What follows belongs to an exercise in optimizing a design on an open flow for small area and a short achievable clock period; a production flow would make more cautious choices. Function was not checked in any run shown here: the RTL went through the layout flow alone. Power and IR drop assume default switching activity.

File: design/flow/config.mk
export PLATFORM = sky130hd
export DESIGN_NAME = PE
export DESIGN_NICKNAME = PE
export VERILOG_FILES = /design/flow/design.v
export SDC_FILE = /design/flow/constraint.sdc
export NUM_CORES = 4
export LEC_CHECK = 0
export CAP_MARGIN = 20
export CORE_MARGIN = 2
export CORE_UTILIZATION = 40
export PLACE_DENSITY = 0.7
export SETUP_SLACK_MARGIN = 3.5
export SLEW_MARGIN = 20
export SYNTH_HIERARCHICAL = 1
export SYNTH_MINIMUM_KEEP_SIZE = 0
File: design/flow/constraint.sdc
create_clock -name core_clock -period 8.0 [get_ports {clk}]
set_input_delay 1.6000 -clock core_clock [delete_from_list [all_inputs] [get_ports {clk}]]
set_output_delay 1.6000 -clock core_clock [all_outputs]
set_load 0.01 [all_outputs]
File: design/flow/design.v
module PE (
    input  wire               clk,
    input  wire               rst,
    input  wire               en,
    input  wire               mode_residual,
    input  wire signed [15:0] input_data,
    input  wire signed [15:0] weight_data,
    input  wire signed [15:0] residual_data,
    output reg  signed [15:0] output_data,
    output wire               input_sparse,
    output wire               weight_sparse,
    output wire               computation_skipped,
    output reg         [15:0] sparse_count,
    output reg         [15:0] total_count
);
    assign input_sparse  = (input_data[15:4] == 12'h000) |
                           ((input_data[15:4] == 12'hfff) & (input_data[3:0] != 4'h0));
    assign weight_sparse = (weight_data[15:4] == 12'h000) |
                           ((weight_data[15:4] == 12'hfff) & (weight_data[3:0] != 4'h0));
    assign computation_skipped = input_sparse | weight_sparse;
    wire mac = en & ~computation_skipped;
    reg  [15:0] acc_s;
    reg  [15:0] acc_c;
    reg         acc_x;
    wire pp_0_0;    
    nd2 u_pp0_0 (.a(input_data[0]), .b(weight_data[0]), .y(pp_0_0));
    wire pp_0_1;    
    nd2 u_pp0_1 (.a(input_data[0]), .b(weight_data[1]), .y(pp_0_1));
    wire pp_0_2;    
    nd2 u_pp0_2 (.a(input_data[0]), .b(weight_data[2]), .y(pp_0_2));
    wire pp_0_3;    
    nd2 u_pp0_3 (.a(input_data[0]), .b(weight_data[3]), .y(pp_0_3));
    wire pp_0_4;    
    nd2 u_pp0_4 (.a(input_data[0]), .b(weight_data[4]), .y(pp_0_4));
    wire pp_0_5;    
    nd2 u_pp0_5 (.a(input_data[0]), .b(weight_data[5]), .y(pp_0_5));
    wire pp_0_6;    
    nd2 u_pp0_6 (.a(input_data[0]), .b(weight_data[6]), .y(pp_0_6));
    wire pp_0_7;    
    nd2 u_pp0_7 (.a(input_data[0]), .b(weight_data[7]), .y(pp_0_7));
    wire pp_0_8;    
    nd2 u_pp0_8 (.a(input_data[0]), .b(weight_data[8]), .y(pp_0_8));
    wire pp_0_9;    
    nd2 u_pp0_9 (.a(input_data[0]), .b(weight_data[9]), .y(pp_0_9));
    wire pp_0_10;    
    nd2 u_pp0_10 (.a(input_data[0]), .b(weight_data[10]), .y(pp_0_10));
    wire pp_0_11;    
    nd2 u_pp0_11 (.a(input_data[0]), .b(weight_data[11]), .y(pp_0_11));
    wire pp_0_12;    
    nd2 u_pp0_12 (.a(input_data[0]), .b(weight_data[12]), .y(pp_0_12));
    wire pp_0_13;    
    nd2 u_pp0_13 (.a(input_data[0]), .b(weight_data[13]), .y(pp_0_13));
    wire pp_0_14;    
    nd2 u_pp0_14 (.a(input_data[0]), .b(weight_data[14]), .y(pp_0_14));
    wire pp_0_15;    
    nd2 u_pp0_15 (.a(input_data[0]), .b(weight_data[15]), .y(pp_0_15));
    wire pp_1_0;    
    nd2 u_pp1_0 (.a(input_data[1]), .b(weight_data[0]), .y(pp_1_0));
    wire pp_1_1;    
    nd2 u_pp1_1 (.a(input_data[1]), .b(weight_data[1]), .y(pp_1_1));
    wire pp_1_2;    
    nd2 u_pp1_2 (.a(input_data[1]), .b(weight_data[2]), .y(pp_1_2));
    wire pp_1_3;    
    nd2 u_pp1_3 (.a(input_data[1]), .b(weight_data[3]), .y(pp_1_3));
    wire pp_1_4;    
    nd2 u_pp1_4 (.a(input_data[1]), .b(weight_data[4]), .y(pp_1_4));
    wire pp_1_5;    
    nd2 u_pp1_5 (.a(input_data[1]), .b(weight_data[5]), .y(pp_1_5));
    wire pp_1_6;    
    nd2 u_pp1_6 (.a(input_data[1]), .b(weight_data[6]), .y(pp_1_6));
    wire pp_1_7;    
    nd2 u_pp1_7 (.a(input_data[1]), .b(weight_data[7]), .y(pp_1_7));
    wire pp_1_8;    
    nd2 u_pp1_8 (.a(input_data[1]), .b(weight_data[8]), .y(pp_1_8));
    wire pp_1_9;    
    nd2 u_pp1_9 (.a(input_data[1]), .b(weight_data[9]), .y(pp_1_9));
    wire pp_1_10;    
    nd2 u_pp1_10 (.a(input_data[1]), .b(weight_data[10]), .y(pp_1_10));
    wire pp_1_11;    
    nd2 u_pp1_11 (.a(input_data[1]), .b(weight_data[11]), .y(pp_1_11));
    wire pp_1_12;    
    nd2 u_pp1_12 (.a(input_data[1]), .b(weight_data[12]), .y(pp_1_12));
    wire pp_1_13;    
    nd2 u_pp1_13 (.a(input_data[1]), .b(weight_data[13]), .y(pp_1_13));
    wire pp_1_14;    
    nd2 u_pp1_14 (.a(input_data[1]), .b(weight_data[14]), .y(pp_1_14));
    wire pp_2_0;    
    nd2 u_pp2_0 (.a(input_data[2]), .b(weight_data[0]), .y(pp_2_0));
    wire pp_2_1;    
    nd2 u_pp2_1 (.a(input_data[2]), .b(weight_data[1]), .y(pp_2_1));
    wire pp_2_2;    
    nd2 u_pp2_2 (.a(input_data[2]), .b(weight_data[2]), .y(pp_2_2));
    wire pp_2_3;    
    nd2 u_pp2_3 (.a(input_data[2]), .b(weight_data[3]), .y(pp_2_3));
    wire pp_2_4;    
    nd2 u_pp2_4 (.a(input_data[2]), .b(weight_data[4]), .y(pp_2_4));
    wire pp_2_5;    
    nd2 u_pp2_5 (.a(input_data[2]), .b(weight_data[5]), .y(pp_2_5));
    wire pp_2_6;    
    nd2 u_pp2_6 (.a(input_data[2]), .b(weight_data[6]), .y(pp_2_6));
    wire pp_2_7;    
    nd2 u_pp2_7 (.a(input_data[2]), .b(weight_data[7]), .y(pp_2_7));
    wire pp_2_8;    
    nd2 u_pp2_8 (.a(input_data[2]), .b(weight_data[8]), .y(pp_2_8));
    wire pp_2_9;    
    nd2 u_pp2_9 (.a(input_data[2]), .b(weight_data[9]), .y(pp_2_9));
    wire pp_2_10;    
    nd2 u_pp2_10 (.a(input_data[2]), .b(weight_data[10]), .y(pp_2_10));
    wire pp_2_11;    
    nd2 u_pp2_11 (.a(input_data[2]), .b(weight_data[11]), .y(pp_2_11));
    wire pp_2_12;    
    nd2 u_pp2_12 (.a(input_data[2]), .b(weight_data[12]), .y(pp_2_12));
    wire pp_2_13;    
    nd2 u_pp2_13 (.a(input_data[2]), .b(weight_data[13]), .y(pp_2_13));
    wire pp_3_0;    
    nd2 u_pp3_0 (.a(input_data[3]), .b(weight_data[0]), .y(pp_3_0));
    wire pp_3_1;    
    nd2 u_pp3_1 (.a(input_data[3]), .b(weight_data[1]), .y(pp_3_1));
    wire pp_3_2;    
    nd2 u_pp3_2 (.a(input_data[3]), .b(weight_data[2]), .y(pp_3_2));
    wire pp_3_3;    
    nd2 u_pp3_3 (.a(input_data[3]), .b(weight_data[3]), .y(pp_3_3));
    wire pp_3_4;    
    nd2 u_pp3_4 (.a(input_data[3]), .b(weight_data[4]), .y(pp_3_4));
    wire pp_3_5;    
    nd2 u_pp3_5 (.a(input_data[3]), .b(weight_data[5]), .y(pp_3_5));
    wire pp_3_6;    
    nd2 u_pp3_6 (.a(input_data[3]), .b(weight_data[6]), .y(pp_3_6));
    wire pp_3_7;    
    nd2 u_pp3_7 (.a(input_data[3]), .b(weight_data[7]), .y(pp_3_7));
    wire pp_3_8;    
    nd2 u_pp3_8 (.a(input_data[3]), .b(weight_data[8]), .y(pp_3_8));
    wire pp_3_9;    
    nd2 u_pp3_9 (.a(input_data[3]), .b(weight_data[9]), .y(pp_3_9));
    wire pp_3_10;    
    nd2 u_pp3_10 (.a(input_data[3]), .b(weight_data[10]), .y(pp_3_10));
    wire pp_3_11;    
    nd2 u_pp3_11 (.a(input_data[3]), .b(weight_data[11]), .y(pp_3_11));
    wire pp_3_12;    
    nd2 u_pp3_12 (.a(input_data[3]), .b(weight_data[12]), .y(pp_3_12));
    wire pp_4_0;    
    nd2 u_pp4_0 (.a(input_data[4]), .b(weight_data[0]), .y(pp_4_0));
    wire pp_4_1;    
    nd2 u_pp4_1 (.a(input_data[4]), .b(weight_data[1]), .y(pp_4_1));
    wire pp_4_2;    
    nd2 u_pp4_2 (.a(input_data[4]), .b(weight_data[2]), .y(pp_4_2));
    wire pp_4_3;    
    nd2 u_pp4_3 (.a(input_data[4]), .b(weight_data[3]), .y(pp_4_3));
    wire pp_4_4;    
    nd2 u_pp4_4 (.a(input_data[4]), .b(weight_data[4]), .y(pp_4_4));
    wire pp_4_5;    
    nd2 u_pp4_5 (.a(input_data[4]), .b(weight_data[5]), .y(pp_4_5));
    wire pp_4_6;    
    nd2 u_pp4_6 (.a(input_data[4]), .b(weight_data[6]), .y(pp_4_6));
    wire pp_4_7;    
    nd2 u_pp4_7 (.a(input_data[4]), .b(weight_data[7]), .y(pp_4_7));
    wire pp_4_8;    
    nd2 u_pp4_8 (.a(input_data[4]), .b(weight_data[8]), .y(pp_4_8));
    wire pp_4_9;    
    nd2 u_pp4_9 (.a(input_data[4]), .b(weight_data[9]), .y(pp_4_9));
    wire pp_4_10;    
    nd2 u_pp4_10 (.a(input_data[4]), .b(weight_data[10]), .y(pp_4_10));
    wire pp_4_11;    
    nd2 u_pp4_11 (.a(input_data[4]), .b(weight_data[11]), .y(pp_4_11));
    wire pp_5_0;    
    nd2 u_pp5_0 (.a(input_data[5]), .b(weight_data[0]), .y(pp_5_0));
    wire pp_5_1;    
    nd2 u_pp5_1 (.a(input_data[5]), .b(weight_data[1]), .y(pp_5_1));
    wire pp_5_2;    
    nd2 u_pp5_2 (.a(input_data[5]), .b(weight_data[2]), .y(pp_5_2));
    wire pp_5_3;    
    nd2 u_pp5_3 (.a(input_data[5]), .b(weight_data[3]), .y(pp_5_3));
    wire pp_5_4;    
    nd2 u_pp5_4 (.a(input_data[5]), .b(weight_data[4]), .y(pp_5_4));
    wire pp_5_5;    
    nd2 u_pp5_5 (.a(input_data[5]), .b(weight_data[5]), .y(pp_5_5));
    wire pp_5_6;    
    nd2 u_pp5_6 (.a(input_data[5]), .b(weight_data[6]), .y(pp_5_6));
    wire pp_5_7;    
    nd2 u_pp5_7 (.a(input_data[5]), .b(weight_data[7]), .y(pp_5_7));
    wire pp_5_8;    
    nd2 u_pp5_8 (.a(input_data[5]), .b(weight_data[8]), .y(pp_5_8));
    wire pp_5_9;    
    nd2 u_pp5_9 (.a(input_data[5]), .b(weight_data[9]), .y(pp_5_9));
    wire pp_5_10;    
    nd2 u_pp5_10 (.a(input_data[5]), .b(weight_data[10]), .y(pp_5_10));
    wire pp_6_0;    
    nd2 u_pp6_0 (.a(input_data[6]), .b(weight_data[0]), .y(pp_6_0));
    wire pp_6_1;    
    nd2 u_pp6_1 (.a(input_data[6]), .b(weight_data[1]), .y(pp_6_1));
    wire pp_6_2;    
    nd2 u_pp6_2 (.a(input_data[6]), .b(weight_data[2]), .y(pp_6_2));
    wire pp_6_3;    
    nd2 u_pp6_3 (.a(input_data[6]), .b(weight_data[3]), .y(pp_6_3));
    wire pp_6_4;    
    nd2 u_pp6_4 (.a(input_data[6]), .b(weight_data[4]), .y(pp_6_4));
    wire pp_6_5;    
    nd2 u_pp6_5 (.a(input_data[6]), .b(weight_data[5]), .y(pp_6_5));
    wire pp_6_6;    
    nd2 u_pp6_6 (.a(input_data[6]), .b(weight_data[6]), .y(pp_6_6));
    wire pp_6_7;    
    nd2 u_pp6_7 (.a(input_data[6]), .b(weight_data[7]), .y(pp_6_7));
    wire pp_6_8;    
    nd2 u_pp6_8 (.a(input_data[6]), .b(weight_data[8]), .y(pp_6_8));
    wire pp_6_9;    
    nd2 u_pp6_9 (.a(input_data[6]), .b(weight_data[9]), .y(pp_6_9));
    wire pp_7_0;    
    nd2 u_pp7_0 (.a(input_data[7]), .b(weight_data[0]), .y(pp_7_0));
    wire pp_7_1;    
    nd2 u_pp7_1 (.a(input_data[7]), .b(weight_data[1]), .y(pp_7_1));
    wire pp_7_2;    
    nd2 u_pp7_2 (.a(input_data[7]), .b(weight_data[2]), .y(pp_7_2));
    wire pp_7_3;    
    nd2 u_pp7_3 (.a(input_data[7]), .b(weight_data[3]), .y(pp_7_3));
    wire pp_7_4;    
    nd2 u_pp7_4 (.a(input_data[7]), .b(weight_data[4]), .y(pp_7_4));
    wire pp_7_5;    
    nd2 u_pp7_5 (.a(input_data[7]), .b(weight_data[5]), .y(pp_7_5));
    wire pp_7_6;    
    nd2 u_pp7_6 (.a(input_data[7]), .b(weight_data[6]), .y(pp_7_6));
    wire pp_7_7;    
    nd2 u_pp7_7 (.a(input_data[7]), .b(weight_data[7]), .y(pp_7_7));
    wire pp_7_8;    
    nd2 u_pp7_8 (.a(input_data[7]), .b(weight_data[8]), .y(pp_7_8));
    wire pp_8_0;    
    nd2 u_pp8_0 (.a(input_data[8]), .b(weight_data[0]), .y(pp_8_0));
    wire pp_8_1;    
    nd2 u_pp8_1 (.a(input_data[8]), .b(weight_data[1]), .y(pp_8_1));
    wire pp_8_2;    
    nd2 u_pp8_2 (.a(input_data[8]), .b(weight_data[2]), .y(pp_8_2));
    wire pp_8_3;    
    nd2 u_pp8_3 (.a(input_data[8]), .b(weight_data[3]), .y(pp_8_3));
    wire pp_8_4;    
    nd2 u_pp8_4 (.a(input_data[8]), .b(weight_data[4]), .y(pp_8_4));
    wire pp_8_5;    
    nd2 u_pp8_5 (.a(input_data[8]), .b(weight_data[5]), .y(pp_8_5));
    wire pp_8_6;    
    nd2 u_pp8_6 (.a(input_data[8]), .b(weight_data[6]), .y(pp_8_6));
    wire pp_8_7;    
    nd2 u_pp8_7 (.a(input_data[8]), .b(weight_data[7]), .y(pp_8_7));
    wire pp_9_0;    
    nd2 u_pp9_0 (.a(input_data[9]), .b(weight_data[0]), .y(pp_9_0));
    wire pp_9_1;    
    nd2 u_pp9_1 (.a(input_data[9]), .b(weight_data[1]), .y(pp_9_1));
    wire pp_9_2;    
    nd2 u_pp9_2 (.a(input_data[9]), .b(weight_data[2]), .y(pp_9_2));
    wire pp_9_3;    
    nd2 u_pp9_3 (.a(input_data[9]), .b(weight_data[3]), .y(pp_9_3));
    wire pp_9_4;    
    nd2 u_pp9_4 (.a(input_data[9]), .b(weight_data[4]), .y(pp_9_4));
    wire pp_9_5;    
    nd2 u_pp9_5 (.a(input_data[9]), .b(weight_data[5]), .y(pp_9_5));
    wire pp_9_6;    
    nd2 u_pp9_6 (.a(input_data[9]), .b(weight_data[6]), .y(pp_9_6));
    wire pp_10_0;    
    nd2 u_pp10_0 (.a(input_data[10]), .b(weight_data[0]), .y(pp_10_0));
    wire pp_10_1;    
    nd2 u_pp10_1 (.a(input_data[10]), .b(weight_data[1]), .y(pp_10_1));
    wire pp_10_2;    
    nd2 u_pp10_2 (.a(input_data[10]), .b(weight_data[2]), .y(pp_10_2));
    wire pp_10_3;    
    nd2 u_pp10_3 (.a(input_data[10]), .b(weight_data[3]), .y(pp_10_3));
    wire pp_10_4;    
    nd2 u_pp10_4 (.a(input_data[10]), .b(weight_data[4]), .y(pp_10_4));
    wire pp_10_5;    
    nd2 u_pp10_5 (.a(input_data[10]), .b(weight_data[5]), .y(pp_10_5));
    wire pp_11_0;    
    nd2 u_pp11_0 (.a(input_data[11]), .b(weight_data[0]), .y(pp_11_0));
    wire pp_11_1;    
    nd2 u_pp11_1 (.a(input_data[11]), .b(weight_data[1]), .y(pp_11_1));
    wire pp_11_2;    
    nd2 u_pp11_2 (.a(input_data[11]), .b(weight_data[2]), .y(pp_11_2));
    wire pp_11_3;    
    nd2 u_pp11_3 (.a(input_data[11]), .b(weight_data[3]), .y(pp_11_3));
    wire pp_11_4;    
    nd2 u_pp11_4 (.a(input_data[11]), .b(weight_data[4]), .y(pp_11_4));
    wire pp_12_0;    
    nd2 u_pp12_0 (.a(input_data[12]), .b(weight_data[0]), .y(pp_12_0));
    wire pp_12_1;    
    nd2 u_pp12_1 (.a(input_data[12]), .b(weight_data[1]), .y(pp_12_1));
    wire pp_12_2;    
    nd2 u_pp12_2 (.a(input_data[12]), .b(weight_data[2]), .y(pp_12_2));
    wire pp_12_3;    
    nd2 u_pp12_3 (.a(input_data[12]), .b(weight_data[3]), .y(pp_12_3));
    wire pp_13_0;    
    nd2 u_pp13_0 (.a(input_data[13]), .b(weight_data[0]), .y(pp_13_0));
    wire pp_13_1;    
    nd2 u_pp13_1 (.a(input_data[13]), .b(weight_data[1]), .y(pp_13_1));
    wire pp_13_2;    
    nd2 u_pp13_2 (.a(input_data[13]), .b(weight_data[2]), .y(pp_13_2));
    wire pp_14_0;    
    nd2 u_pp14_0 (.a(input_data[14]), .b(weight_data[0]), .y(pp_14_0));
    wire pp_14_1;    
    nd2 u_pp14_1 (.a(input_data[14]), .b(weight_data[1]), .y(pp_14_1));
    wire pp_15_0;    
    nd2 u_pp15_0 (.a(input_data[15]), .b(weight_data[0]), .y(pp_15_0));
    wire hs0, hc0;
    xn2 u_hs0 (.a(acc_cn[11]), .b(acc_sn[11]), .y(hs0));
    or2m u_hc0 (.a(acc_cn[11]), .b(acc_sn[11]), .y(hc0));
    wire fs0, fc0;
    fa u_fa0 (.a(acc_cn[12]), .b(acc_sn[12]), .c(pp_0_12), .s(fs0), .co(fc0));
    wire hs1, hc1;
    xn2 u_hs1 (.a(pp_10_2), .b(pp_11_1), .y(hs1));
    or2m u_hc1 (.a(pp_10_2), .b(pp_11_1), .y(hc1));
    wire fs1, fc1;
    fa u_fa1 (.a(acc_cn[13]), .b(acc_sn[13]), .c(pp_0_13), .s(fs1), .co(fc1));
    wire fs2, fc2;
    fa u_fa2 (.a(pp_10_3), .b(pp_11_2), .c(pp_12_1), .s(fs2), .co(fc2));
    wire hs2, hc2;
    xn2 u_hs2 (.a(pp_13_0), .b(pp_1_12), .y(hs2));
    or2m u_hc2 (.a(pp_13_0), .b(pp_1_12), .y(hc2));
    wire fs3, fc3;
    fa u_fa3 (.a(acc_cn[14]), .b(acc_sn[14]), .c(pp_0_14), .s(fs3), .co(fc3));
    wire fs4, fc4;
    fa u_fa4 (.a(pp_10_4), .b(pp_11_3), .c(pp_12_2), .s(fs4), .co(fc4));
    wire fs5, fc5;
    fa u_fa5 (.a(pp_13_1), .b(pp_14_0), .c(pp_1_13), .s(fs5), .co(fc5));
    wire hs3, hc3;
    xn2 u_hs3 (.a(pp_2_12), .b(pp_3_11), .y(hs3));
    or2m u_hc3 (.a(pp_2_12), .b(pp_3_11), .y(hc3));
    wire fs6, fc6;
    fa u_fa6 (.a(acc_cn[7]), .b(acc_sn[7]), .c(acc_xn), .s(fs6), .co(fc6));
    wire fs7, fc7;
    fa u_fa7 (.a(acc_cn[8]), .b(acc_sn[8]), .c(pp_0_8), .s(fs7), .co(fc7));
    wire hs4, hc4;
    xn2 u_hs4 (.a(pp_1_7), .b(pp_2_6), .y(hs4));
    or2m u_hc4 (.a(pp_1_7), .b(pp_2_6), .y(hc4));
    wire fs8, fc8;
    fa u_fa8 (.a(acc_cn[9]), .b(acc_sn[9]), .c(pp_0_9), .s(fs8), .co(fc8));
    wire fs9, fc9;
    fa u_fa9 (.a(pp_1_8), .b(pp_2_7), .c(pp_3_6), .s(fs9), .co(fc9));
    wire hs5, hc5;
    xn2 u_hs5 (.a(pp_4_5), .b(pp_5_4), .y(hs5));
    or2m u_hc5 (.a(pp_4_5), .b(pp_5_4), .y(hc5));
    wire fs10, fc10;
    fa u_fa10 (.a(acc_cn[10]), .b(acc_sn[10]), .c(pp_0_10), .s(fs10), .co(fc10));
    wire fs11, fc11;
    fa u_fa11 (.a(pp_10_0), .b(pp_1_9), .c(pp_2_8), .s(fs11), .co(fc11));
    wire fs12, fc12;
    fa u_fa12 (.a(pp_3_7), .b(pp_4_6), .c(pp_5_5), .s(fs12), .co(fc12));
    wire hs6, hc6;
    xn2 u_hs6 (.a(pp_6_4), .b(pp_7_3), .y(hs6));
    or2m u_hc6 (.a(pp_6_4), .b(pp_7_3), .y(hc6));
    wire fs13, fc13;
    fa u_fa13 (.a(hs0), .b(pp_0_11), .c(pp_10_1), .s(fs13), .co(fc13));
    wire fs14, fc14;
    fa u_fa14 (.a(pp_11_0), .b(pp_1_10), .c(pp_2_9), .s(fs14), .co(fc14));
    wire fs15, fc15;
    fa u_fa15 (.a(pp_3_8), .b(pp_4_7), .c(pp_5_6), .s(fs15), .co(fc15));
    wire fs16, fc16;
    fa u_fa16 (.a(pp_6_5), .b(pp_7_4), .c(pp_8_3), .s(fs16), .co(fc16));
    wire fs17, fc17;
    fa u_fa17 (.a(hc0), .b(pp_12_0), .c(pp_1_11), .s(fs17), .co(fc17));
    wire fs18, fc18;
    fa u_fa18 (.a(pp_2_10), .b(pp_3_9), .c(pp_4_8), .s(fs18), .co(fc18));
    wire fs19, fc19;
    fa u_fa19 (.a(pp_5_7), .b(pp_6_6), .c(pp_7_5), .s(fs19), .co(fc19));
    wire fs20, fc20;
    fa u_fa20 (.a(pp_8_4), .b(pp_9_3), .c(hs1), .s(fs20), .co(fc20));
    wire fs21, fc21;
    fa u_fa21 (.a(pp_2_11), .b(pp_3_10), .c(pp_4_9), .s(fs21), .co(fc21));
    wire fs22, fc22;
    fa u_fa22 (.a(pp_5_8), .b(pp_6_7), .c(pp_7_6), .s(fs22), .co(fc22));
    wire fs23, fc23;
    fa u_fa23 (.a(pp_8_5), .b(pp_9_4), .c(hc1), .s(fs23), .co(fc23));
    wire fs24, fc24;
    fa u_fa24 (.a(hs2), .b(fc0), .c(fs1), .s(fs24), .co(fc24));
    wire fs25, fc25;
    fa u_fa25 (.a(pp_4_10), .b(pp_5_9), .c(pp_6_8), .s(fs25), .co(fc25));
    wire fs26, fc26;
    fa u_fa26 (.a(pp_7_7), .b(pp_8_6), .c(pp_9_5), .s(fs26), .co(fc26));
    wire fs27, fc27;
    fa u_fa27 (.a(hc2), .b(hs3), .c(fc1), .s(fs27), .co(fc27));
    wire fs28, fc28;
    fa u_fa28 (.a(fc2), .b(fs3), .c(fs4), .s(fs28), .co(fc28));
    wire hs7, hc7;
    xn2 u_hs7 (.a(acc_sn[5]), .b(pp_0_5), .y(hs7));
    or2m u_hc7 (.a(acc_sn[5]), .b(pp_0_5), .y(hc7));
    wire fs29, fc29;
    fa u_fa29 (.a(acc_sn[6]), .b(pp_0_6), .c(pp_1_5), .s(fs29), .co(fc29));
    wire hs8, hc8;
    xn2 u_hs8 (.a(pp_2_4), .b(pp_3_3), .y(hs8));
    or2m u_hc8 (.a(pp_2_4), .b(pp_3_3), .y(hc8));
    wire fs30, fc30;
    fa u_fa30 (.a(fs6), .b(pp_0_7), .c(pp_1_6), .s(fs30), .co(fc30));
    wire fs31, fc31;
    fa u_fa31 (.a(pp_2_5), .b(pp_3_4), .c(pp_4_3), .s(fs31), .co(fc31));
    wire hs9, hc9;
    xn2 u_hs9 (.a(pp_5_2), .b(pp_6_1), .y(hs9));
    or2m u_hc9 (.a(pp_5_2), .b(pp_6_1), .y(hc9));
    wire fs32, fc32;
    fa u_fa32 (.a(fc6), .b(pp_3_5), .c(pp_4_4), .s(fs32), .co(fc32));
    wire fs33, fc33;
    fa u_fa33 (.a(pp_5_3), .b(pp_6_2), .c(pp_7_1), .s(fs33), .co(fc33));
    wire fs34, fc34;
    fa u_fa34 (.a(pp_8_0), .b(hs4), .c(fs7), .s(fs34), .co(fc34));
    wire fs35, fc35;
    fa u_fa35 (.a(pp_6_3), .b(pp_7_2), .c(pp_8_1), .s(fs35), .co(fc35));
    wire fs36, fc36;
    fa u_fa36 (.a(pp_9_0), .b(hc4), .c(hs5), .s(fs36), .co(fc36));
    wire fs37, fc37;
    fa u_fa37 (.a(fc7), .b(fs8), .c(fs9), .s(fs37), .co(fc37));
    wire fs38, fc38;
    fa u_fa38 (.a(pp_8_2), .b(pp_9_1), .c(hc5), .s(fs38), .co(fc38));
    wire fs39, fc39;
    fa u_fa39 (.a(hs6), .b(fc8), .c(fc9), .s(fs39), .co(fc39));
    wire fs40, fc40;
    fa u_fa40 (.a(fs10), .b(fs11), .c(fs12), .s(fs40), .co(fc40));
    wire fs41, fc41;
    fa u_fa41 (.a(pp_9_2), .b(hc6), .c(fc10), .s(fs41), .co(fc41));
    wire fs42, fc42;
    fa u_fa42 (.a(fc11), .b(fc12), .c(fs13), .s(fs42), .co(fc42));
    wire fs43, fc43;
    fa u_fa43 (.a(fs14), .b(fs15), .c(fs16), .s(fs43), .co(fc43));
    wire fs44, fc44;
    fa u_fa44 (.a(fc13), .b(fc14), .c(fc15), .s(fs44), .co(fc44));
    wire fs45, fc45;
    fa u_fa45 (.a(fc16), .b(fs0), .c(fs17), .s(fs45), .co(fc45));
    wire fs46, fc46;
    fa u_fa46 (.a(fs18), .b(fs19), .c(fs20), .s(fs46), .co(fc46));
    wire fs47, fc47;
    fa u_fa47 (.a(fc17), .b(fc18), .c(fc19), .s(fs47), .co(fc47));
    wire fs48, fc48;
    fa u_fa48 (.a(fs2), .b(fs21), .c(fs22), .s(fs48), .co(fc48));
    wire fs49, fc49;
    fa u_fa49 (.a(fc20), .b(fs23), .c(fs24), .s(fs49), .co(fc49));
    wire fs50, fc50;
    fa u_fa50 (.a(fc21), .b(fc22), .c(fs25), .s(fs50), .co(fc50));
    wire fs51, fc51;
    fa u_fa51 (.a(fs26), .b(fs5), .c(fc23), .s(fs51), .co(fc51));
    wire fs52, fc52;
    fa u_fa52 (.a(fc24), .b(fs27), .c(fs28), .s(fs52), .co(fc52));
    wire hs10, hc10;
    xn2 u_hs10 (.a(acc_sn[3]), .b(pp_0_3), .y(hs10));
    or2m u_hc10 (.a(acc_sn[3]), .b(pp_0_3), .y(hc10));
    wire fs53, fc53;
    fa u_fa53 (.a(acc_sn[4]), .b(pp_0_4), .c(pp_1_3), .s(fs53), .co(fc53));
    wire hs11, hc11;
    xn2 u_hs11 (.a(pp_2_2), .b(pp_3_1), .y(hs11));
    or2m u_hc11 (.a(pp_2_2), .b(pp_3_1), .y(hc11));
    wire fs54, fc54;
    fa u_fa54 (.a(pp_1_4), .b(pp_2_3), .c(pp_3_2), .s(fs54), .co(fc54));
    wire fs55, fc55;
    fa u_fa55 (.a(pp_4_1), .b(pp_5_0), .c(hs7), .s(fs55), .co(fc55));
    wire fs56, fc56;
    fa u_fa56 (.a(pp_4_2), .b(pp_5_1), .c(pp_6_0), .s(fs56), .co(fc56));
    wire fs57, fc57;
    fa u_fa57 (.a(hc7), .b(hs8), .c(fs29), .s(fs57), .co(fc57));
    wire fs58, fc58;
    fa u_fa58 (.a(pp_7_0), .b(hc8), .c(hs9), .s(fs58), .co(fc58));
    wire fs59, fc59;
    fa u_fa59 (.a(fc29), .b(fs30), .c(fs31), .s(fs59), .co(fc59));
    wire fs60, fc60;
    fa u_fa60 (.a(hc9), .b(fc30), .c(fc31), .s(fs60), .co(fc60));
    wire fs61, fc61;
    fa u_fa61 (.a(fs32), .b(fs33), .c(fs34), .s(fs61), .co(fc61));
    wire fs62, fc62;
    fa u_fa62 (.a(fc32), .b(fc33), .c(fs35), .s(fs62), .co(fc62));
    wire fs63, fc63;
    fa u_fa63 (.a(fs36), .b(fc34), .c(fs37), .s(fs63), .co(fc63));
    wire fs64, fc64;
    fa u_fa64 (.a(fc35), .b(fc36), .c(fs38), .s(fs64), .co(fc64));
    wire fs65, fc65;
    fa u_fa65 (.a(fc37), .b(fs39), .c(fs40), .s(fs65), .co(fc65));
    wire fs66, fc66;
    fa u_fa66 (.a(fc38), .b(fc39), .c(fc40), .s(fs66), .co(fc66));
    wire fs67, fc67;
    fa u_fa67 (.a(fs41), .b(fs42), .c(fs43), .s(fs67), .co(fc67));
    wire fs68, fc68;
    fa u_fa68 (.a(fc41), .b(fc42), .c(fc43), .s(fs68), .co(fc68));
    wire fs69, fc69;
    fa u_fa69 (.a(fs44), .b(fs45), .c(fs46), .s(fs69), .co(fc69));
    wire fs70, fc70;
    fa u_fa70 (.a(fc44), .b(fc45), .c(fs47), .s(fs70), .co(fc70));
    wire fs71, fc71;
    fa u_fa71 (.a(fs48), .b(fc46), .c(fs49), .s(fs71), .co(fc71));
    wire fs72, fc72;
    fa u_fa72 (.a(fc47), .b(fc48), .c(fs50), .s(fs72), .co(fc72));
    wire fs73, fc73;
    fa u_fa73 (.a(fs51), .b(fc49), .c(fs52), .s(fs73), .co(fc73));
    wire hs12, hc12;
    xn2 u_hs12 (.a(acc_sn[2]), .b(pp_0_2), .y(hs12));
    or2m u_hc12 (.a(acc_sn[2]), .b(pp_0_2), .y(hc12));
    wire fs74, fc74;
    fa u_fa74 (.a(pp_1_2), .b(pp_2_1), .c(pp_3_0), .s(fs74), .co(fc74));
    wire fs75, fc75;
    fa u_fa75 (.a(pp_4_0), .b(hc10), .c(hs11), .s(fs75), .co(fc75));
    wire fs76, fc76;
    fa u_fa76 (.a(hc11), .b(fc53), .c(fs54), .s(fs76), .co(fc76));
    wire fs77, fc77;
    fa u_fa77 (.a(fc54), .b(fs56), .c(fc55), .s(fs77), .co(fc77));
    wire fs78, fc78;
    fa u_fa78 (.a(fc56), .b(fs58), .c(fc57), .s(fs78), .co(fc78));
    wire fs79, fc79;
    fa u_fa79 (.a(fc58), .b(fc59), .c(fs60), .s(fs79), .co(fc79));
    wire fs80, fc80;
    fa u_fa80 (.a(fc60), .b(fs62), .c(fc61), .s(fs80), .co(fc80));
    wire fs81, fc81;
    fa u_fa81 (.a(fc62), .b(fs64), .c(fc63), .s(fs81), .co(fc81));
    wire fs82, fc82;
    fa u_fa82 (.a(fc64), .b(fc65), .c(fs66), .s(fs82), .co(fc82));
    wire fs83, fc83;
    fa u_fa83 (.a(fc66), .b(fc67), .c(fs68), .s(fs83), .co(fc83));
    wire fs84, fc84;
    fa u_fa84 (.a(fc68), .b(fs70), .c(fc69), .s(fs84), .co(fc84));
    wire fs85, fc85;
    fa u_fa85 (.a(fc70), .b(fs72), .c(fc71), .s(fs85), .co(fc85));
    wire hs13, hc13;
    xn2 u_hs13 (.a(acc_sn[1]), .b(pp_0_1), .y(hs13));
    or2m u_hc13 (.a(acc_sn[1]), .b(pp_0_1), .y(hc13));
    wire fs86, fc86;
    fa u_fa86 (.a(pp_1_1), .b(pp_2_0), .c(hs12), .s(fs86), .co(fc86));
    wire fs87, fc87;
    fa u_fa87 (.a(hc12), .b(hs10), .c(fs74), .s(fs87), .co(fc87));
    wire fs88, fc88;
    fa u_fa88 (.a(fc74), .b(fs53), .c(fs75), .s(fs88), .co(fc88));
    wire fs89, fc89;
    fa u_fa89 (.a(fc75), .b(fs55), .c(fs76), .s(fs89), .co(fc89));
    wire fs90, fc90;
    fa u_fa90 (.a(fc76), .b(fs57), .c(fs77), .s(fs90), .co(fc90));
    wire fs91, fc91;
    fa u_fa91 (.a(fs59), .b(fc77), .c(fs78), .s(fs91), .co(fc91));
    wire fs92, fc92;
    fa u_fa92 (.a(fc78), .b(fs79), .c(fs61), .s(fs92), .co(fc92));
    wire fs93, fc93;
    fa u_fa93 (.a(fc79), .b(fs63), .c(fs80), .s(fs93), .co(fc93));
    wire fs94, fc94;
    fa u_fa94 (.a(fs65), .b(fc80), .c(fs81), .s(fs94), .co(fc94));
    wire fs95, fc95;
    fa u_fa95 (.a(fs67), .b(fc81), .c(fs82), .s(fs95), .co(fc95));
    wire fs96, fc96;
    fa u_fa96 (.a(fs69), .b(fc82), .c(fs83), .s(fs96), .co(fc96));
    wire fs97, fc97;
    fa u_fa97 (.a(fc83), .b(fs71), .c(fs84), .s(fs97), .co(fc97));
    wire fs98, fc98;
    fa u_fa98 (.a(fs73), .b(fc84), .c(fs85), .s(fs98), .co(fc98));
    wire xs0;
    xo2 u_xo0 (.a(acc_cn[15]), .b(acc_sn[15]), .y(xs0));
    wire xs1;
    xo2 u_xo1 (.a(xs0), .b(pp_0_15), .y(xs1));
    wire xs2;
    xo2 u_xo2 (.a(pp_10_5), .b(pp_11_4), .y(xs2));
    wire xs3;
    xo2 u_xo3 (.a(pp_12_3), .b(pp_13_2), .y(xs3));
    wire xs4;
    xo2 u_xo4 (.a(pp_14_1), .b(pp_15_0), .y(xs4));
    wire xs5;
    xo2 u_xo5 (.a(pp_1_14), .b(pp_2_13), .y(xs5));
    wire xs6;
    xo2 u_xo6 (.a(pp_3_12), .b(pp_4_11), .y(xs6));
    wire xs7;
    xo2 u_xo7 (.a(pp_5_10), .b(pp_6_9), .y(xs7));
    wire xs8;
    xo2 u_xo8 (.a(pp_7_8), .b(pp_8_7), .y(xs8));
    wire xs9;
    xo2 u_xo9 (.a(pp_9_6), .b(xs1), .y(xs9));
    wire xs10;
    xo2 u_xo10 (.a(xs2), .b(xs3), .y(xs10));
    wire xs11;
    xo2 u_xo11 (.a(xs4), .b(xs5), .y(xs11));
    wire xs12;
    xo2 u_xo12 (.a(xs6), .b(xs7), .y(xs12));
    wire xs13;
    xo2 u_xo13 (.a(xs8), .b(hc3), .y(xs13));
    wire xs14;
    xo2 u_xo14 (.a(fc25), .b(fc26), .y(xs14));
    wire xs15;
    xo2 u_xo15 (.a(fc3), .b(fc4), .y(xs15));
    wire xs16;
    xo2 u_xo16 (.a(fc5), .b(xs10), .y(xs16));
    wire xs17;
    xo2 u_xo17 (.a(xs11), .b(xs12), .y(xs17));
    wire xs18;
    xo2 u_xo18 (.a(xs9), .b(xs13), .y(xs18));
    wire xs19;
    xo2 u_xo19 (.a(xs14), .b(xs15), .y(xs19));
    wire xs20;
    xo2 u_xo20 (.a(xs16), .b(xs17), .y(xs20));
    wire xs21;
    xo2 u_xo21 (.a(xs18), .b(fc27), .y(xs21));
    wire xs22;
    xo2 u_xo22 (.a(xs19), .b(xs20), .y(xs22));
    wire xs23;
    xo2 u_xo23 (.a(fc28), .b(fc50), .y(xs23));
    wire xs24;
    xo2 u_xo24 (.a(xs21), .b(xs22), .y(xs24));
    wire xs25;
    xo2 u_xo25 (.a(fc51), .b(xs23), .y(xs25));
    wire xs26;
    xo2 u_xo26 (.a(xs24), .b(xs25), .y(xs26));
    wire xs27;
    xo2 u_xo27 (.a(fc52), .b(fc72), .y(xs27));
    wire xs28;
    xo2 u_xo28 (.a(xs26), .b(xs27), .y(xs28));
    wire xs29;
    xo2 u_xo29 (.a(xs28), .b(fc73), .y(xs29));
    wire xs30;
    xn2 u_xo30 (.a(xs29), .b(fc85), .y(xs30));
    wire hs14, hc14;
    xn2 u_hs14 (.a(acc_sn[0]), .b(pp_0_0), .y(hs14));
    or2m u_hc14 (.a(acc_sn[0]), .b(pp_0_0), .y(hc14));
    wire fs99, fc99;
    fa u_fa99 (.a(pp_1_0), .b(hc14), .c(hs13), .s(fs99), .co(fc99));
    wire fs100, fc100;
    fa u_fa100 (.a(hc13), .b(fc99), .c(fs86), .s(fs100), .co(fc100));
    wire fs101, fc101;
    fa u_fa101 (.a(fc86), .b(fs87), .c(fc100), .s(fs101), .co(fc101));
    wire fs102, fc102;
    fa u_fa102 (.a(fc87), .b(fs88), .c(fc101), .s(fs102), .co(fc102));
    wire fs103, fc103;
    fa u_fa103 (.a(fc88), .b(fs89), .c(fc102), .s(fs103), .co(fc103));
    wire fs104, fc104;
    fa u_fa104 (.a(fc89), .b(fs90), .c(fc103), .s(fs104), .co(fc104));
    wire [15:0] row0 = {xs30, fc97, fc96, fc95, fc94, fc93, fc92, fc91, fc90, fs104, fs103, fs102, fs101, fs100, fs99, hs14};
    wire [15:0] row1 = {fc98, fs98, fs97, fs96, fs95, fs94, fs93, fs92, fs91, 1'b0, 1'b0, 1'b0, 1'b0, 1'b0, 1'b0, 1'b0};
    wire        rowx = fc104;    
    wire [15:0] res_g = residual_data & {16{mode_residual}};
    wire hs15, hc15;
    ha u_ha15 (.a(acc_c[7]), .b(acc_s[7]), .s(hs15), .co(hc15));
    wire hs16, hc16;
    ha u_ha16 (.a(acc_c[8]), .b(acc_s[8]), .s(hs16), .co(hc16));
    wire hs17, hc17;
    ha u_ha17 (.a(acc_c[9]), .b(acc_s[9]), .s(hs17), .co(hc17));
    wire hs18, hc18;
    ha u_ha18 (.a(acc_c[10]), .b(acc_s[10]), .s(hs18), .co(hc18));
    wire hs19, hc19;
    ha u_ha19 (.a(acc_c[11]), .b(acc_s[11]), .s(hs19), .co(hc19));
    wire hs20, hc20;
    ha u_ha20 (.a(acc_c[12]), .b(acc_s[12]), .s(hs20), .co(hc20));
    wire hs21, hc21;
    ha u_ha21 (.a(acc_c[13]), .b(acc_s[13]), .s(hs21), .co(hc21));
    wire hs22, hc22;
    ha u_ha22 (.a(acc_c[14]), .b(acc_s[14]), .s(hs22), .co(hc22));
    wire hs23, hc23;
    ha u_ha23 (.a(acc_x), .b(hs15), .s(hs23), .co(hc23));
    wire fs105, fc105;
    fa u_fa105 (.a(hc15), .b(hs16), .c(res_g[8]), .s(fs105), .co(fc105));
    wire fs106, fc106;
    fa u_fa106 (.a(hc16), .b(hs17), .c(res_g[9]), .s(fs106), .co(fc106));
    wire fs107, fc107;
    fa u_fa107 (.a(hc17), .b(hs18), .c(res_g[10]), .s(fs107), .co(fc107));
    wire fs108, fc108;
    fa u_fa108 (.a(hc18), .b(hs19), .c(res_g[11]), .s(fs108), .co(fc108));
    wire fs109, fc109;
    fa u_fa109 (.a(hc19), .b(hs20), .c(res_g[12]), .s(fs109), .co(fc109));
    wire fs110, fc110;
    fa u_fa110 (.a(hc20), .b(hs21), .c(res_g[13]), .s(fs110), .co(fc110));
    wire fs111, fc111;
    fa u_fa111 (.a(hc21), .b(hs22), .c(res_g[14]), .s(fs111), .co(fc111));
    wire xs31;
    xo2 u_xo31 (.a(acc_c[15]), .b(acc_s[15]), .y(xs31));
    wire xs32;
    xo2 u_xo32 (.a(xs31), .b(hc22), .y(xs32));
    wire xs33;
    xo2 u_xo33 (.a(res_g[15]), .b(xs32), .y(xs33));
    wire xs34;
    xo2 u_xo34 (.a(xs33), .b(fc111), .y(xs34));
    wire [15:0] out0 = {xs34, fc110, fc109, fc108, fc107, fc106, fc105, hc23, res_g[7], acc_s[6], acc_s[5], acc_s[4], acc_s[3], acc_s[2], acc_s[1], acc_s[0]};
    wire [15:0] out1 = {1'b0, fs111, fs110, fs109, fs108, fs107, fs106, fs105, hs23, res_g[6], res_g[5], res_g[4], res_g[3], res_g[2], res_g[1], res_g[0]};
    wire [15:0] out_nx = out0 + out1;
    wire [15:0] acc_s_d, acc_c_d, out_d;
    wire [15:0] acc_sn = ~acc_s;
    wire [15:0] acc_cn = ~acc_c;
    wire acc_xn = ~acc_x;
    mx2i u_ms0 (.s(mac), .a1(row0[0]), .a0(acc_sn[0]), .y(acc_s_d[0]));
    mx2i u_ms1 (.s(mac), .a1(row0[1]), .a0(acc_sn[1]), .y(acc_s_d[1]));
    mx2i u_ms2 (.s(mac), .a1(row0[2]), .a0(acc_sn[2]), .y(acc_s_d[2]));
    mx2i u_ms3 (.s(mac), .a1(row0[3]), .a0(acc_sn[3]), .y(acc_s_d[3]));
    mx2i u_ms4 (.s(mac), .a1(row0[4]), .a0(acc_sn[4]), .y(acc_s_d[4]));
    mx2i u_ms5 (.s(mac), .a1(row0[5]), .a0(acc_sn[5]), .y(acc_s_d[5]));
    mx2i u_ms6 (.s(mac), .a1(row0[6]), .a0(acc_sn[6]), .y(acc_s_d[6]));
    mx2i u_ms7 (.s(mac), .a1(row0[7]), .a0(acc_sn[7]), .y(acc_s_d[7]));
    mx2i u_ms8 (.s(mac), .a1(row0[8]), .a0(acc_sn[8]), .y(acc_s_d[8]));
    mx2i u_ms9 (.s(mac), .a1(row0[9]), .a0(acc_sn[9]), .y(acc_s_d[9]));
    mx2i u_ms10 (.s(mac), .a1(row0[10]), .a0(acc_sn[10]), .y(acc_s_d[10]));
    mx2i u_ms11 (.s(mac), .a1(row0[11]), .a0(acc_sn[11]), .y(acc_s_d[11]));
    mx2i u_ms12 (.s(mac), .a1(row0[12]), .a0(acc_sn[12]), .y(acc_s_d[12]));
    mx2i u_ms13 (.s(mac), .a1(row0[13]), .a0(acc_sn[13]), .y(acc_s_d[13]));
    mx2i u_ms14 (.s(mac), .a1(row0[14]), .a0(acc_sn[14]), .y(acc_s_d[14]));
    mx2i u_ms15 (.s(mac), .a1(row0[15]), .a0(acc_sn[15]), .y(acc_s_d[15]));
    mx2i u_mc7 (.s(mac), .a1(row1[7]), .a0(acc_cn[7]), .y(acc_c_d[7]));
    mx2i u_mc8 (.s(mac), .a1(row1[8]), .a0(acc_cn[8]), .y(acc_c_d[8]));
    mx2i u_mc9 (.s(mac), .a1(row1[9]), .a0(acc_cn[9]), .y(acc_c_d[9]));
    mx2i u_mc10 (.s(mac), .a1(row1[10]), .a0(acc_cn[10]), .y(acc_c_d[10]));
    mx2i u_mc11 (.s(mac), .a1(row1[11]), .a0(acc_cn[11]), .y(acc_c_d[11]));
    mx2i u_mc12 (.s(mac), .a1(row1[12]), .a0(acc_cn[12]), .y(acc_c_d[12]));
    mx2i u_mc13 (.s(mac), .a1(row1[13]), .a0(acc_cn[13]), .y(acc_c_d[13]));
    mx2i u_mc14 (.s(mac), .a1(row1[14]), .a0(acc_cn[14]), .y(acc_c_d[14]));
    mx2i u_mc15 (.s(mac), .a1(row1[15]), .a0(acc_cn[15]), .y(acc_c_d[15]));
    wire acc_x_d;
    mx2i u_mx (.s(mac), .a1(rowx), .a0(acc_xn), .y(acc_x_d));
    mx2 u_mo0 (.s(en), .a1(out_nx[0]), .a0(output_data[0]), .y(out_d[0]));
    mx2 u_mo1 (.s(en), .a1(out_nx[1]), .a0(output_data[1]), .y(out_d[1]));
    mx2 u_mo2 (.s(en), .a1(out_nx[2]), .a0(output_data[2]), .y(out_d[2]));
    mx2 u_mo3 (.s(en), .a1(out_nx[3]), .a0(output_data[3]), .y(out_d[3]));
    mx2 u_mo4 (.s(en), .a1(out_nx[4]), .a0(output_data[4]), .y(out_d[4]));
    mx2 u_mo5 (.s(en), .a1(out_nx[5]), .a0(output_data[5]), .y(out_d[5]));
    mx2 u_mo6 (.s(en), .a1(out_nx[6]), .a0(output_data[6]), .y(out_d[6]));
    mx2 u_mo7 (.s(en), .a1(out_nx[7]), .a0(output_data[7]), .y(out_d[7]));
    mx2 u_mo8 (.s(en), .a1(out_nx[8]), .a0(output_data[8]), .y(out_d[8]));
    mx2 u_mo9 (.s(en), .a1(out_nx[9]), .a0(output_data[9]), .y(out_d[9]));
    mx2 u_mo10 (.s(en), .a1(out_nx[10]), .a0(output_data[10]), .y(out_d[10]));
    mx2 u_mo11 (.s(en), .a1(out_nx[11]), .a0(output_data[11]), .y(out_d[11]));
    mx2 u_mo12 (.s(en), .a1(out_nx[12]), .a0(output_data[12]), .y(out_d[12]));
    mx2 u_mo13 (.s(en), .a1(out_nx[13]), .a0(output_data[13]), .y(out_d[13]));
    mx2 u_mo14 (.s(en), .a1(out_nx[14]), .a0(output_data[14]), .y(out_d[14]));
    mx2 u_mo15 (.s(en), .a1(out_nx[15]), .a0(output_data[15]), .y(out_d[15]));
    always @(posedge clk or posedge rst) begin
        if (rst) begin
            acc_s <= 16'd0;
            acc_c <= 16'd0;
            acc_x <= 1'b0;
            output_data <= 16'd0;
            sparse_count <= 16'd0;
            total_count <= 16'd0;
        end else begin
            total_count  <= total_count + {15'd0, en};
            sparse_count <= sparse_count + {15'd0, en & computation_skipped};
            acc_s <= acc_s_d;
            acc_c[7] <= acc_c_d[7];
            acc_c[8] <= acc_c_d[8];
            acc_c[9] <= acc_c_d[9];
            acc_c[10] <= acc_c_d[10];
            acc_c[11] <= acc_c_d[11];
            acc_c[12] <= acc_c_d[12];
            acc_c[13] <= acc_c_d[13];
            acc_c[14] <= acc_c_d[14];
            acc_c[15] <= acc_c_d[15];
            acc_x <= acc_x_d;
            output_data <= out_d;
        end
    end
endmodule
module fa (input wire a, input wire b, input wire c, output wire s, output wire co);
    assign s = a ^ b ^ c;
    assign co = (a & b) | (a & c) | (b & c);
endmodule
module ha (input wire a, input wire b, output wire s, output wire co);
    assign s = a ^ b;
    assign co = a & b;
endmodule
module xo2 (input wire a, input wire b, output wire y);
    assign y = a ^ b;
endmodule
module xn2 (input wire a, input wire b, output wire y);
    assign y = ~(a ^ b);
endmodule
module or2m (input wire a, input wire b, output wire y);
    assign y = a | b;
endmodule
module nd2 (input wire a, input wire b, output wire y);
    assign y = ~(a & b);
endmodule
module mx2 (input wire s, input wire a1, input wire a0, output wire y);
    assign y = s ? a1 : a0;
endmodule
module mx2i (input wire s, input wire a1, input wire a0, output wire y);
    assign y = ~(s ? a1 : a0);
endmodule
File: design/flow/flow/run.sh
#!/bin/bash
# Standard ORFS layout with two changes:
#  - port buffers use the smallest buffer cell (buffer_ports' default pick is clkdlybuf4s50_1);
#  - after synthesis every combinational cell starts at drive strength 1 (flow/downsize.tcl),
#    and timing repair sizes up only what the timing needs.
set -euo pipefail
export BUFFER_PORTS_ARGS="-buffer_cell sky130_fd_sc_hd__buf_1"
export POST_SYNTH_TCL="$(pwd)/flow/downsize.tcl"
bash standard.sh finish > standard_flow.log 2>&1
File: design/flow/flow/downsize.tcl
# Sourced after the synthesized netlist is loaded (POST_SYNTH_TCL): set every
# combinational cell to its smallest (_1) drive strength; the later timing repair
# sizes up the cells that need it. Flip-flops are left as synthesis made them.
set db [ord::get_db]
set n 0
foreach inst [[ord::get_db_block] getInsts] {
  set m [[$inst getMaster] getName]
  if {[regexp {^(sky130_fd_sc_hd__[a-z0-9]+)_([0-9]+)$} $m -> base d]} {
    if {[string match "*__df*" $base] || [string match "*__dl*" $base] || [string match "*__sdf*" $base]} { continue }
    if {$d > 1} {
      set nm [$db findMaster ${base}_1]
      if {$nm ne "NULL" && $nm ne ""} { $inst swapMaster $nm; incr n }
    }
  }
}
puts "downsize.tcl: set $n cells to drive strength 1"
File: design/flow/standard.sh
#!/bin/bash
# synth_recipe.tcl (not shown) runs the flow's synth.tcl, then flattens the netlist and writes it again
# the make line also repeats each setting of config.mk as NAME=value (left out here)
make -C /OpenROAD-flow-scripts/flow DESIGN_CONFIG=/design/flow/config.mk WORK_HOME=/design/flow/orfs CLKGATE_MAP_FILE= SYNTH_SCRIPT=/design/flow/synth_recipe.tcl "${@:-finish}"
==> impl_metrics.py, run 1 <==
metrics = {
    "clock_network": {
        "htree_num_levels": 3,
        "cts.sinks": 74,
        "clockBufferDepth": 2,
        "cts_buffers": 9,
        "cts.clk_slew.worst_paths_ps": 60,
        "cts_tree": "built",
        "root_buffer": "clkbuf_16",
        "clk_latency_ps": 340,
    },
    "timing": {
        "setup_viol": 0,
        "relSlewSlack": 0.387,
        "period_needed_ps": 4480,
        "hold_viol": 0,
        "rsz0062_at_grt": "true",
        "setup-tns-final_ps": 0,
        "fin_worst_skew_ps": 9.60,
        "worst_pin_slew_ps": 919,
        "finalMaxSlewViolations": 0,
        "clock.fmax_mhz": 223,
        "fin_crit_sh": 0.560,
    },
    "synthesis": {
        "avgSynthCellArea_um2": 10.6,
        "ys.flop_type": "dfrtp_1",
        "synth.cell_area_mm2": 0.00730,
        "synth_edf_count": 0,
        "synth_seq_cells": 74,
        "ys_types": 41,
        "seq_area_frac_synth": 0.251,
        "synth_fp_nets": 879,
        "synthArstFlopShare": 1.00,
        "synth_warnings": 7,
        "synthCells": 686,
        "ys_chip_area_mm2": 0.00737,
    },
    "die": {
        "start_util": 0.406,
        "die-area_mm2": 0.0193,
        "fp.coreArea_mm2": 0.0180,
        "die_w_um": 139,
        "std_cell_rows": 49,
        "dieHeight_um": 139,
        "io_pins": 103,
    },
    "route": {
        "drt.antenna.violating_nets": 0,
        "viasPerCell": 5.33,
        "wl_mm": 17.1,
        "drt-pass1-iter-count": 6,
        "drt_iter0_drc": 390,
        "drc": 0,
        "num_vias": 5519,
        "wl_per_cell_um": 16.5,
    },
    "power": {
        "powerDensity_mw_per_mm2": 420,
        "worst_ir_drop_vdd_mv": 0.226,
        "power.leakage_uw": 0.00351,
    },
    "run": {
        "max_cap_violations": 0,
    },
    "layout": {
        "nets": 995,
        "diodes": 0,
        "finalInstanceArea_mm2": 0.00843,
        "synthToLayoutAreaGrowth_pct": 15.5,
        "n_fill_cell": 1661,
        "fin_cells": 1036,
        "drive_gt1_frac": 0.0694,
    },
    "worst_hold_path": {
        "holdPathEnd": "total_count[15]$_DFF_PP0_",
        "holdCritStartpoint": "total_count[15]$_DFF_PP0_",
        "hold_path.class": "reg -> reg",
        "hold_path_depth": 1,
    },
    "place": {
        "dp_hpwl_mm": 13.3,
        "placed_cells": 1017,
        "numPortBuffers": 102,
        "placed_cell_area_mm2": 0.00799,
        "place.gp.congestion": 0.859,
    },
    "setup_path": {
        "timing.rr.start": "acc_c[13]$_DFF_PP0_",
        "worstPathMaxFanout": 14,
        "critPathLaunchType": "input port",
        "rr_worst_depth": 8,
        "r2r-end": "acc_c[14]$_DFF_PP0_",
        "worst_ep_required_time_ps": 8210,
        "arrival_ps": 4690,
        "r2r_slack_ps": 4600,
        "setup.worst_path.end_class": "flip-flop",
        "path_class": "in -> reg",
    },
    "grt": {
        "grt_max_degree": 75,
        "grt_pass1_vias": 5737,
        "antenna_found_initial": 0,
        "grt_pass1_wl_mm": 28.6,
        "track_usage": 0.185,
        "grt_overflow": 0,
    },
    "status": {
        "status": "no timing/DRC/antenna violations",
    },
}
[worst max path at each step]
| stage | to | cells past startpoint | startpoint |
|---|---|---|---|
| floorplan | acc_c[14]$_DFF_PP0_ | 8 | input_data[0] |
| global placement | acc_s[6]$_DFF_PP0_ | 10 | input_data[0] |
| detailed placement | acc_s[6]$_DFF_PP0_ | 10 | input_data[0] |
| CTS | acc_s[6]$_DFF_PP0_ | 10 | weight_data[0] |
| global route | acc_s[6]$_DFF_PP0_ | 10 | weight_data[0] |
| finish | acc_s[6]$_DFF_PP0_ | 9 | input_data[3] |
[report_power, final]
part           internal [uW]  total (uW)  switching (uW)
clock network            291         449             158
registers                529         616            87.1
logic                   1160        2470            1320
total                   1980        3540            1560
[cell usage in the layout, fill, tap and decap left out, drive strengths merged, types with 3 or more instances in the layout]
cell	instances
nand3	16
and2	19
xor2	43
dfrtp	74
nand2	153
a21o	5
a21oi	14
o21ai	7
inv	35
clkbuf	25
xnor2	44
and3	10
ha	28
nand4	14
mux2	16
nor2	9
a2111oi	3
mux2i	26
or2	16
nor4	10
buf	94
fa	113
nor3	6
[routing by layer]
layer	wire length, um	global-route usage	part of all wire	vias to the layer above
met1	7510	0.256	0.44	2738
met5	0	0	0	-
met3	1460	0.0528	0.085	26
met4	275	0.0478	0.016	0
li1	-	-	-	2505
met2	7900	0.290	0.46	250
[cell families after synthesis]
kind of cell,Yosys count,synth area share
fa+ha+maj,141,0.355
mux,42,0.0679
buf+inv,37,0.0189
simple gates,264,0.167
flops,74,0.251
compound gates,41,0.0365
xor+xnor,87,0.103
[area by class of cell]
type	instances	area (um^2)	share of cell area
multi-input combinational	575	5350	0.634
tap	229	287	0.0340
inverter	34	128	0.0151
clock inverter	5	83.8	0.00994
sequential	74	1850	0.220
clock buffer	11	253	0.0300
timing repair buffer	108	483	0.0573
[metrics by stage]
step / setup WS (ps) / hold slack, ps / utilization / power [uW]
3_3_place_gp: 2750 / 459 / 0.445 / 3030
6_report: 3520 / 472 / 0.469 / 3540
4_1_cts: 3450 / 477 / 0.466 / 3590
2_1_floorplan: 3490 / 507 / - / 2560
3_5_place_dp: 2690 / 465 / 0.445 / 3120
5_1_grt: 3430 / 491 / 0.469 / 3970
[repair_timing]
item,CTS,global route
gates cloned,0,0
hold buffers,0,0
setup endpoints to repair,18,8
gates resized for setup,20,20
setup buffers,1,2
[worst max-delay path: stages]
cell and delay [ps]:
buf_2 320, nand2_1 120, fa_1 510, fa_1 440, fa_2 380, fa_1 380, fa_1 390, fa_1 480
mux2i_1 70
[cells in the mapped netlist, drive strengths merged, types with 5 or more instances]
master	instances	area, um^2
xnor2	44	385
xor2	43	377
inv	34	128
mux2i	26	260
nor4	10	62.6
mux2	16	240
nor2	9	33.8
and2	19	119
a21oi	14	70.1
or2	16	100
nand2	153	574
fa	113	2260
a21o	5	37.5
o21ai	7	35.0
nor3	6	30.0
and3	10	62.6
ha	28	350
nand3	16	80.1
dfrtp	74	1850
nand4	14	87.6
[per-module statistics from Yosys, one instance, submodules excluded, excerpt]
module | copies in the design | area [um^2] | flip-flops and latches | cells inside
mx2i | 26 | 10.0 | 0 | 1
xn2 | 16 | 8.76 | 0 | 1
or2m | 15 | 6.26 | 0 | 1
xo2 | 34 | 8.76 | 0 | 1
PE | 1 | 3470 | 74 | 322
fa | 112 | 20.0 | 0 | 1
mx2 | 16 | 15.0 | 0 | 1
[sequential cells by signal (all words and copies together) (netlist names)]
signal and flops:
acc_s 16, output_data 16, sparse_count 16, total_count 16
acc_c 9, acc_x 1
==> run 2, diff against run 1 <==
--- a/design/flow/config.mk
+++ b/design/flow/config.mk
@@ -9,5 +9,6 @@
 export CORE_MARGIN = 2
 export CORE_UTILIZATION = 40
-export PLACE_DENSITY = 0.7
+export CTS_BUF_LIST = sky130_fd_sc_hd__clkbuf_8
+export PLACE_DENSITY = 0.6
 export SETUP_SLACK_MARGIN = 3.5
 export SLEW_MARGIN = 20
==> run 2 against run 1 <==
Against the previous run: non-clock buffer count is 2 lower; cell area is 1.7% lower; utilization is 0.79 points lower; sequential cell count stayed put; wire length is 1.7% lower; hold slack worse by 1.4 ps; clock skew is 4.1 ps higher; sequential power is 1% lower; critical path type is now in -> out; largest power group unchanged.
==> impl_metrics.py, run 2 <==
metrics = {
    "place": {
        "place.gp.congestion": 0.885,
        "numPortBuffers": 102,
        "placed_cells": 1017,
        "dp_hpwl_mm": 13.2,
    },
    "timing": {
        "hold_viol": 0,
        "period_needed_ps": 4450,
        "relSlewSlack": 0.377,
        "finalMaxSlewViolations": 0,
        "setup-tns-final_ps": 0,
        "fin_crit_sh": 0.556,
        "setup_viol": 0,
        "clock.fmax_mhz": 225,
        "fin_worst_skew_ps": 13.7,
        "rsz0062_at_grt": "true",
        "worst_pin_slew_ps": 934,
    },
    "die": {
        "start_util": 0.406,
        "die-area_mm2": 0.0193,
        "io_pins": 103,
        "fp.coreArea_mm2": 0.0180,
        "dieHeight_um": 139,
        "die_w_um": 139,
        "std_cell_rows": 49,
    },
    "synthesis": {
        "synth_fp_nets": 879,
        "synthArstFlopShare": 1.00,
        "yosys-mux-area-fraction": 0.0679,
        "synthAdderAreaFrac": 0.355,
        "synth_edf_count": 0,
        "synth_top_family_by_area": "adder cells",
        "ys.flop_type": "dfrtp_1",
        "synth.cell_area_mm2": 0.00730,
        "ys_types": 41,
        "seq_area_frac_synth": 0.251,
        "synth_seq_cells": 74,
        "avgSynthCellArea_um2": 10.6,
        "synthCells": 686,
        "ys_chip_area_mm2": 0.00737,
        "synth_top_cell_by_area": "fa_1",
        "synth_commonest_cells": "nand2_1 (153), fa_1 (113), dfrtp_1 (74)",
        "synth-compound-area-share": 0.0365,
        "synth_warnings": 7,
        "synth_xor_area_frac": 0.103,
        "yosysMostFrequentCell": "nand2_1",
        "synthTopCellsByArea": "fa_1 (31%), dfrtp_1 (25%), nand2_1 (7.8%)",
        "synth_top_area_share": 0.307,
        "synthSimpleGateAreaFrac": 0.167,
    },
    "route": {
        "drt_iter0_drc": 315,
        "drt.antenna.violating_nets": 0,
        "num_vias": 5389,
        "drc": 0,
        "wl_mm": 16.9,
        "drt-pass1-iter-count": 5,
        "viasPerCell": 5.22,
        "wl_per_cell_um": 16.3,
    },
    "run": {
        "max_cap_violations": 0,
    },
    "setup_path": {
        "worstPathMaxFanout": 16,
        "arrival_ps": 2850,
        "path_class": "in -> out",
        "critical-path-top-delay-family": "simple AND/OR/NAND/NOR gates",
        "worst_path_most_repeated_cell": "nor4_1",
        "max_stage_delay_ps": 310,
        "setup.worst_path.end_class": "primary output",
        "cp_num_buf_inv": 2,
        "critPathLaunchType": "input port",
        "worst_ep_required_time_ps": 6400,
        "cp_cell_sequence": "clkbuf_4 > nor4_1 > nor4_1 > a31oi_2 > nand2_1 > buf_1",
        "slowest_stage": "a31oi_2",
    },
    "layout": {
        "drive_gt1_frac": 0.0623,
        "synthToLayoutAreaGrowth_pct": 13.5,
        "final_cell_mix": "nand2_1 (153), fa_1 (110), buf_1 (77), dfrtp_1 (74), xnor2_1 (44)",
        "fin_cells": 1032,
        "nets": 993,
        "final_common_cell": "nand2_1",
        "diodes": 0,
    },
    "grt": {
        "grt_use_met1": 0.264,
        "grt_use_met2": 0.281,
        "grt_pass1_vias": 5564,
        "met3_usage": 0.0369,
        "track_usage": 0.183,
        "grt_overflow": 0,
        "antenna_found_initial": 0,
        "top_usage_layer": "met2",
        "grt_pass1_wl_mm": 28.3,
        "grt_max_degree": 75,
    },
    "power": {
        "powerDensity_mw_per_mm2": 405,
        "worst_ir_drop_vdd_mv": 0.206,
        "power.leakage_uw": 0.00345,
    },
    "clock_network": {
        "clk_latency_ps": 360,
        "cts.clk_slew.worst_paths_ps": 70,
        "cts_tree": "built",
        "cts.sinks": 74,
        "cts_buffers": 9,
        "cts-hold-fix-buffers": 0,
        "clockBufferDepth": 2,
        "htree_num_levels": 3,
        "root_buffer": "clkbuf_8",
    },
    "status": {
        "status": "no timing/DRC/antenna violations",
    },
    "worst_hold_path": {
        "hold_path.class": "reg -> reg",
    },
}
## run 2: cell counts after synthesis
Identical to the previous run, type by type.
## run 2: area by class of cell
type	count	area (um^2)
inverters	34	128
well taps	229	287
clock inverters	3	41.3
fillers	1732	9670
multi-input cells	575	5350
repair buffers	106	479
flip-flops and latches	74	1850
clock buffers	11	151
## run 2: logic make-up (layout without fill, tap and decap cells)
| logic type | count (synthesis) | in the layout |
|---|---|---|
| AOI/OAI and AO/OA | 41 | 41 |
| xor gates and xnor gates | 87 | 87 |
| adders and majority gates | 141 | 141 |
| buffers and inverters | 37 | 154 |
| DFF | 74 | 74 |
| muxes | 42 | 42 |
| and+or+nand+nor | 264 | 264 |
## run 2: path summary, 6_finish.rpt
check                           slack, ps                       start  cells after the start                         end
worst max-delay path                 3550              weight_data[1]                      6         computation_skipped
worst min-delay path                  470  sparse_count[15]$_DFF_PP0_                      1  sparse_count[15]$_DFF_PP0_
worst max register to register       4600         acc_c[13]$_DFF_PP0_                      8         acc_c[14]$_DFF_PP0_
worst min register to register        470  sparse_count[15]$_DFF_PP0_                      1  sparse_count[15]$_DFF_PP0_
max in group asynchronous            5890                         rst                      3         acc_s[12]$_DFF_PP0_
min in group asynchronous            1500                         rst                      3  sparse_count[15]$_DFF_PP0_
## run 2: timing repair
action,CTS,global route
buffers inserted,0,1
resized for setup,22,27
hold endpoints to repair,0,0
setup endpoints to repair,19,9
## run 2: modules after synthesis, one instance, submodules excluded
module | flops+latches | area (um^2) | times used | cells inside
ha | 0 | 12.5 | 9 | 1
PE | 74 | 3470 | 1 | 322
xn2 | 0 | 8.76 | 16 | 1
xo2 | 0 | 8.76 | 34 | 1
mx2 | 0 | 15.0 | 16 | 1
mx2i | 0 | 10.0 | 26 | 1
or2m | 0 | 6.26 | 15 | 1
fa | 0 | 20.0 | 112 | 1
nd2 | 0 | 3.75 | 136 | 1
## run 2: report_power, final
part / switching, uW / total [uW] / internal, uW
clock: 136 / 292 / 157
sequential: 81.5 / 610 / 528
combinational: 1300 / 2460 / 1150
total: 1520 / 3360 / 1840
## run 2: stage by stage
stage	setup slack (ps)	util	hold WS (ps)	cell area, um^2	power (uW)
floorplan	3490	-	507	7310	2560
global placement	2720	0.445	459	7990	3070
detailed placement	2660	0.445	465	7990	3100
CTS	3470	0.457	475	8220	3410
global route	3490	0.461	485	8290	3810
finish	3550	0.461	471	8290	3360
## run 2: routing by layer
| layer | vias up | share of wire | wire length [um] |
|---|---|---|---|
| met4 | 0 | 0.018 | 311 |
| met3 | 22 | 0.065 | 1100 |
| met5 | - | 0 | 0 |
| met2 | 202 | 0.46 | 7730 |
| met1 | 2673 | 0.46 | 7710 |
| li1 | 2492 | - | - |

re-timing with driven ports:
The flow's constraints put no driver on any port. The routed layouts listed below were extracted and timed again, unchanged, in two steps.
Step 1, drivers: a clkbuf_16 drives clk and a buf_2 each remaining input, both assumed.
Step 2 times the ports against the registers' clock, not the clock port: input delays grow and output delays shrink by t, the midpoint of the rising clock arrivals with the driver on.
Three values: no drivers, after step 1, after step 2; two values: the first two.
run	t, ns	setup WS [ns]	clock arrival spread, ns
run 1	0.380	3.517 / 3.518 / 3.158	0.010 / 0.009
run 2	0.394	3.551 / 3.529 / 3.212	0.014 / 0.014
After both steps setup and hold are still met in every run listed. The setup slack of run 1, which loses most, moves by +0.001 ns with the drivers and by -0.359 ns with both steps.
